Context: an optimization exercise on an open-source flow, tuned for small area. The choices shown serve that exercise and are no tape-out recipe.
Only simulation tests tie the RTL to the original design; equivalence was not proved.
No activity file was given, so power comes from the tool's default toggle rates.

==> flow/design.v <==
module TopLevel #(
    parameter CACHE_SIZE     = 8,
    parameter BLOCK_SIZE     = 4,
    parameter ADDRESS_WIDTH  = 6,
    parameter DATA_WIDTH     = 32,
    parameter INDEX_WIDTH    = 3,
    parameter TAG_WIDTH      = ADDRESS_WIDTH - INDEX_WIDTH - $clog2(BLOCK_SIZE),
    parameter NUM_CORES      = 2
) (
    input  logic clk,
    input  logic reset,
    input  logic [NUM_CORES-1:0] core_req_valid,
    input  logic [NUM_CORES-1:0] core_req_type,
    input  logic [NUM_CORES*ADDRESS_WIDTH-1:0] core_req_addr,
    input  logic [NUM_CORES*DATA_WIDTH-1:0] core_req_data,
    output logic [NUM_CORES-1:0] cache_resp_valid,
    output logic [NUM_CORES*DATA_WIDTH-1:0] cache_resp_data
);
    localparam MEM_WORDS = 1 << ADDRESS_WIDTH;
    reg [DATA_WIDTH-1:0] c0_data [CACHE_SIZE-1:0];
    reg [DATA_WIDTH-1:0] c1_data [CACHE_SIZE-1:0];
    reg [CACHE_SIZE-1:0] c0_tag, c1_tag;
    reg [CACHE_SIZE-1:0] c0_vld, c1_vld;
    reg [1:0] pend;                        
    reg [1:0] resp_v;                      
    reg [1:0] breq;                        
    reg [1:0] shit;                        
    reg [ADDRESS_WIDTH-1:0] baddr [1:0];   
    reg [1:0] btype;                       
    reg [DATA_WIDTH-1:0] wdat [1:0];       
    reg [DATA_WIDTH-1:0] rdat [1:0];       
    reg [DATA_WIDTH-1:0] sdat [1:0];       
    reg g0;                                
    reg q1;                                
    reg [1:0] bv;                          
    reg [DATA_WIDTH-1:0] bdat;             
    reg [DATA_WIDTH-1:0] mem [MEM_WORDS-1:0];
    reg [MEM_WORDS-1:0] written;
    reg [2:0] mst;                         
    reg mresp_v;
    reg [ADDRESS_WIDTH-1:0] raddr;
    reg [DATA_WIDTH-1:0] mresp_d;
    wire g1 = q1 & ~g0;
    wire [DATA_WIDTH-1:0] c0_wd = core_req_data[0 +: DATA_WIDTH];
    wire [DATA_WIDTH-1:0] c1_wd = core_req_data[DATA_WIDTH +: DATA_WIDTH];
    wire [ADDRESS_WIDTH-1:0] c0_a = core_req_addr[0 +: ADDRESS_WIDTH];
    wire [ADDRESS_WIDTH-1:0] c1_a = core_req_addr[ADDRESS_WIDTH +: ADDRESS_WIDTH];
    wire gsel_type = g0 ? btype[0] : btype[1];
    wire gsel_shit = g0 ? shit[1]  : shit[0];
    wire gany      = g0 | q1;
    wire [ADDRESS_WIDTH-1:0] gaddr = g0 ? baddr[0] : baddr[1];
    wire [DATA_WIDTH-1:0]    gwdat = g0 ? wdat[0]  : wdat[1];
    wire [DATA_WIDTH-1:0]    gsdat = g0 ? sdat[1]  : sdat[0];
    wire mem_wr = gany & gsel_type;
    wire mem_rq = gany & ~gsel_type & ~gsel_shit;
    wire bus_xfer = gany & (gsel_type | gsel_shit);
    always @(posedge clk or posedge reset) begin
        if (reset) begin
            g0 <= 1'b0;
            q1 <= 1'b0;
            bv <= 2'b00;
        end else begin
            g0 <= breq[0];
            q1 <= breq[1];
            bv <= mresp_v ? 2'b11 : {bus_xfer & ~g0, bus_xfer & g0};
        end
    end
    always @(posedge clk) begin
        if (mresp_v)
            bdat <= mresp_d;
        else if (bus_xfer)
            bdat <= gsel_type ? gwdat : gsdat;
    end
    wire [31:0] rdef = {{(32-ADDRESS_WIDTH){1'b0}}, raddr} * 32'd10;
    reg [DATA_WIDTH-1:0] mrd_w;
    reg mrd_wr;
    integer wi;
    always @* begin
        mrd_w = '0;
        mrd_wr = 1'b0;
        for (wi = 0; wi < MEM_WORDS; wi = wi + 1) begin
            mrd_w = mrd_w | (mem[wi] & {DATA_WIDTH{raddr == wi[ADDRESS_WIDTH-1:0]}});
            mrd_wr = mrd_wr | (written[wi] & (raddr == wi[ADDRESS_WIDTH-1:0]));
        end
    end
    wire [DATA_WIDTH-1:0] mrd = mrd_wr ? mrd_w : rdef[DATA_WIDTH-1:0];
    wire midle = (mst == 3'd0) | (mst == 3'd4);
    always @(posedge clk) begin
        if (mem_wr) mem[gaddr] <= gwdat;
    end
    always @(posedge clk) begin
        if (midle & mem_rq) raddr <= gaddr;
        if (mst == 3'd3) mresp_d <= mrd;
    end
    always @(posedge clk or posedge reset) begin
        if (reset) begin
            written <= '0;
            mst <= 3'd0;
            mresp_v <= 1'b0;
        end else begin
            if (mem_wr) written[gaddr] <= 1'b1;
            mresp_v <= (mst == 3'd4);
            case (mst)
                3'd1: mst <= 3'd2;
                3'd2: mst <= 3'd3;
                3'd3: mst <= 3'd4;
                default: mst <= mem_rq ? 3'd1 : 3'd0;
            endcase
        end
    end
    wire [INDEX_WIDTH-1:0] c0_idx = c0_a[4:2];
    wire [INDEX_WIDTH-1:0] c1_idx = c1_a[4:2];
    wire c0_hit = c0_vld[c0_idx] & (c0_tag[c0_idx] == c0_a[5]);
    wire c1_hit = c1_vld[c1_idx] & (c1_tag[c1_idx] == c1_a[5]);
    wire [1:0] acc = core_req_valid & ~pend;
    wire [1:0] fill = bv & pend;
    wire [INDEX_WIDTH-1:0] c0_sidx = baddr[1][4:2];
    wire [INDEX_WIDTH-1:0] c1_sidx = baddr[0][4:2];
    wire c0_shit = c0_vld[c0_sidx] & (c0_tag[c0_sidx] == baddr[1][5]);
    wire c1_shit = c1_vld[c1_sidx] & (c1_tag[c1_sidx] == baddr[0][5]);
    always @(posedge clk or posedge reset) begin
        if (reset) begin
            pend   <= 2'b00;
            resp_v <= 2'b00;
            breq   <= 2'b00;
            shit   <= 2'b00;
            c0_vld <= '0;
            c1_vld <= '0;
        end else begin
            resp_v[0] <= (acc[0] & c0_hit) | fill[0];
            resp_v[1] <= (acc[1] & c1_hit) | fill[1];
            breq[0] <= acc[0] & ~c0_hit;
            breq[1] <= acc[1] & ~c1_hit;
            pend[0] <= (pend[0] & ~bv[0]) | (acc[0] & ~c0_hit);
            pend[1] <= (pend[1] & ~bv[1]) | (acc[1] & ~c1_hit);
            if (fill[0]) c0_vld[baddr[0][4:2]] <= 1'b1;
            if (fill[1]) c1_vld[baddr[1][4:2]] <= 1'b1;
            if (q1) shit[0] <= c0_shit;
            if (g0) shit[1] <= c1_shit;
        end
    end
    always @(posedge clk) begin
        if (acc[0] & ~c0_hit) begin
            baddr[0] <= c0_a;
            btype[0] <= core_req_type[0];
            wdat[0]  <= c0_wd;
        end
        if (acc[0] & c0_hit & ~core_req_type[0]) rdat[0] <= c0_data[c0_idx];
        if (fill[0]) rdat[0] <= bdat;
        if (acc[0] & c0_hit & core_req_type[0]) c0_data[c0_idx] <= c0_wd;
        if (fill[0]) begin
            c0_data[baddr[0][4:2]] <= bdat;
            c0_tag[baddr[0][4:2]] <= baddr[0][5];
        end
        if (q1 & c0_shit) sdat[0] <= c0_data[c0_sidx];
        if (acc[1] & ~c1_hit) begin
            baddr[1] <= c1_a;
            btype[1] <= core_req_type[1];
            wdat[1]  <= c1_wd;
        end
        if (acc[1] & c1_hit & ~core_req_type[1]) rdat[1] <= c1_data[c1_idx];
        if (fill[1]) rdat[1] <= bdat;
        if (acc[1] & c1_hit & core_req_type[1]) c1_data[c1_idx] <= c1_wd;
        if (fill[1]) begin
            c1_data[baddr[1][4:2]] <= bdat;
            c1_tag[baddr[1][4:2]] <= baddr[1][5];
        end
        if (g0 & c1_shit) sdat[1] <= c1_data[c1_sidx];
    end
    assign cache_resp_valid = resp_v;
    assign cache_resp_data  = {rdat[1], rdat[0]};
endmodule
Settings: LEC_CHECK=0, CAP_MARGIN=20, CORE_MARGIN=2, CORE_UTILIZATION=45, PLACE_DENSITY=0.6, SLEW_MARGIN=20; clock period 5.0 ns.
run.sh (not shown) runs the stock make flow with config.mk's settings and CLKGATE_MAP_FILE= SYNTH_SCRIPT=/design/flow/synth_recipe.tcl, a recipe that flattens the netlist after the stock synthesis.
The starting point passed the timing, design-rule and antenna checks.
Then changed:
--- a/flow/design.v
+++ b/flow/design.v
@@ -31,11 +31,10 @@
     reg [DATA_WIDTH-1:0] rdat [1:0];       
     reg [DATA_WIDTH-1:0] sdat [1:0];       
     reg g0;                                
     reg q1;                                
     reg [1:0] bv;                          
-    reg [DATA_WIDTH-1:0] bdat;             
     reg [DATA_WIDTH-1:0] mem [MEM_WORDS-1:0];
     reg [MEM_WORDS-1:0] written;
     reg [2:0] mst;                         
     reg mresp_v;
     reg [ADDRESS_WIDTH-1:0] raddr;
@@ -60,19 +59,15 @@
             q1 <= 1'b0;
             bv <= 2'b00;
         end else begin
             g0 <= breq[0];
             q1 <= breq[1];
-            bv <= mresp_v ? 2'b11 : {bus_xfer & ~g0, bus_xfer & g0};
+            bv <= bv_n;
         end
     end
-    always @(posedge clk) begin
-        if (mresp_v)
-            bdat <= mresp_d;
-        else if (bus_xfer)
-            bdat <= gsel_type ? gwdat : gsdat;
-    end
+    wire [DATA_WIDTH-1:0] bus_src = mresp_v ? mresp_d : (gsel_type ? gwdat : gsdat);
+    wire [1:0] bv_n = mresp_v ? 2'b11 : {bus_xfer & ~g0, bus_xfer & g0};
     wire [31:0] rdef = {{(32-ADDRESS_WIDTH){1'b0}}, raddr} * 32'd10;
     reg [DATA_WIDTH-1:0] mrd_w;
     reg mrd_wr;
     integer wi;
     always @* begin
@@ -112,10 +107,28 @@
     wire [INDEX_WIDTH-1:0] c1_idx = c1_a[4:2];
     wire c0_hit = c0_vld[c0_idx] & (c0_tag[c0_idx] == c0_a[5]);
     wire c1_hit = c1_vld[c1_idx] & (c1_tag[c1_idx] == c1_a[5]);
     wire [1:0] acc = core_req_valid & ~pend;
     wire [1:0] fill = bv & pend;
+    wire [1:0] pend_n = (pend & ~bv) | (acc & ~{c1_hit, c0_hit});
+    wire [1:0] take = bv_n & pend_n;       
+    function automatic [DATA_WIDTH-1:0] rd8(input [CACHE_SIZE*DATA_WIDTH-1:0] lines, input [INDEX_WIDTH-1:0] idx);
+        integer k;
+        begin
+            rd8 = '0;
+            for (k = 0; k < CACHE_SIZE; k = k + 1)
+                rd8 = rd8 | (lines[k*DATA_WIDTH +: DATA_WIDTH] & {DATA_WIDTH{idx == k[INDEX_WIDTH-1:0]}});
+        end
+    endfunction
+    wire [CACHE_SIZE*DATA_WIDTH-1:0] c0_flat, c1_flat;
+    genvar gl;
+    generate
+        for (gl = 0; gl < CACHE_SIZE; gl = gl + 1) begin : g_flat
+            assign c0_flat[gl*DATA_WIDTH +: DATA_WIDTH] = c0_data[gl];
+            assign c1_flat[gl*DATA_WIDTH +: DATA_WIDTH] = c1_data[gl];
+        end
+    endgenerate
     wire [INDEX_WIDTH-1:0] c0_sidx = baddr[1][4:2];
     wire [INDEX_WIDTH-1:0] c1_sidx = baddr[0][4:2];
     wire c0_shit = c0_vld[c0_sidx] & (c0_tag[c0_sidx] == baddr[1][5]);
     wire c1_shit = c1_vld[c1_sidx] & (c1_tag[c1_sidx] == baddr[0][5]);
     always @(posedge clk or posedge reset) begin
@@ -129,12 +142,11 @@
         end else begin
             resp_v[0] <= (acc[0] & c0_hit) | fill[0];
             resp_v[1] <= (acc[1] & c1_hit) | fill[1];
             breq[0] <= acc[0] & ~c0_hit;
             breq[1] <= acc[1] & ~c1_hit;
-            pend[0] <= (pend[0] & ~bv[0]) | (acc[0] & ~c0_hit);
-            pend[1] <= (pend[1] & ~bv[1]) | (acc[1] & ~c1_hit);
+            pend <= pend_n;
             if (fill[0]) c0_vld[baddr[0][4:2]] <= 1'b1;
             if (fill[1]) c1_vld[baddr[1][4:2]] <= 1'b1;
             if (q1) shit[0] <= c0_shit;
             if (g0) shit[1] <= c1_shit;
         end
@@ -143,30 +155,30 @@
         if (acc[0] & ~c0_hit) begin
             baddr[0] <= c0_a;
             btype[0] <= core_req_type[0];
             wdat[0]  <= c0_wd;
         end
-        if (acc[0] & c0_hit & ~core_req_type[0]) rdat[0] <= c0_data[c0_idx];
-        if (fill[0]) rdat[0] <= bdat;
+        if (acc[0] & c0_hit & ~core_req_type[0]) rdat[0] <= rd8(c0_flat, c0_idx);
+        if (take[0]) rdat[0] <= bus_src;
         if (acc[0] & c0_hit & core_req_type[0]) c0_data[c0_idx] <= c0_wd;
         if (fill[0]) begin
-            c0_data[baddr[0][4:2]] <= bdat;
+            c0_data[baddr[0][4:2]] <= rdat[0];
             c0_tag[baddr[0][4:2]] <= baddr[0][5];
         end
-        if (q1 & c0_shit) sdat[0] <= c0_data[c0_sidx];
+        if (q1 & c0_shit) sdat[0] <= rd8(c0_flat, c0_sidx);
         if (acc[1] & ~c1_hit) begin
             baddr[1] <= c1_a;
             btype[1] <= core_req_type[1];
             wdat[1]  <= c1_wd;
         end
-        if (acc[1] & c1_hit & ~core_req_type[1]) rdat[1] <= c1_data[c1_idx];
-        if (fill[1]) rdat[1] <= bdat;
+        if (acc[1] & c1_hit & ~core_req_type[1]) rdat[1] <= rd8(c1_flat, c1_idx);
+        if (take[1]) rdat[1] <= bus_src;
         if (acc[1] & c1_hit & core_req_type[1]) c1_data[c1_idx] <= c1_wd;
         if (fill[1]) begin
-            c1_data[baddr[1][4:2]] <= bdat;
+            c1_data[baddr[1][4:2]] <= rdat[1];
             c1_tag[baddr[1][4:2]] <= baddr[1][5];
         end
-        if (g0 & c1_shit) sdat[1] <= c1_data[c1_sidx];
+        if (g0 & c1_shit) sdat[1] <= rd8(c1_flat, c1_sidx);
     end
     assign cache_resp_valid = resp_v;
     assign cache_resp_data  = {rdat[1], rdat[0]};
 endmodule
Result:
- clock power stays flat
- non-clock buffer count decreases by 11
- power shrinks by 0.93%
- register-to-register slack improves by 420 ps
- cell area goes down by 3.7%
- flip-flop and latch count fell by 32
- synthesized area went down by 4.5%
- final cell count goes down by 3.7%
- routed wire length drops by 5.7%
- setup slack gains 420 ps
- count of clock-buffer cells in the layout came out lower by 21

[port drivers added, routing unchanged]
The flow's constraints put no driver on any port. The routed layouts listed below were extracted and timed again, unchanged, in two steps. Step 1 (the two cells are an assumption about what drives the block):
set clk [get_ports {clk}]
set_driving_cell -lib_cell sky130_fd_sc_hd__clkbuf_16 $clk
set_driving_cell -lib_cell sky130_fd_sc_hd__buf_2 [delete_from_list [all_inputs] $clk]
Step 2 moves the port delays by t, midway between the first and last clock arrival at a register: inputs arrive t later, outputs are due t later. That takes back most of the time a late clock gives input paths. a / b / c = ideal / step 1 / step 2; a / b = the first two.
run	t (ns)	setup WS [ns]	worst setup path at the end
the first run	1.043	0.251 / 0.251 / 0.251	register to register
the second run	1.035	0.670 / 0.670 / -0.112	input to register
Met with ideal ports but missed after step 2: setup timing in the second run. For the second run, which loses most, drivers alone change the setup slack by 0.000 ns; drivers and shift together by -0.782 ns.
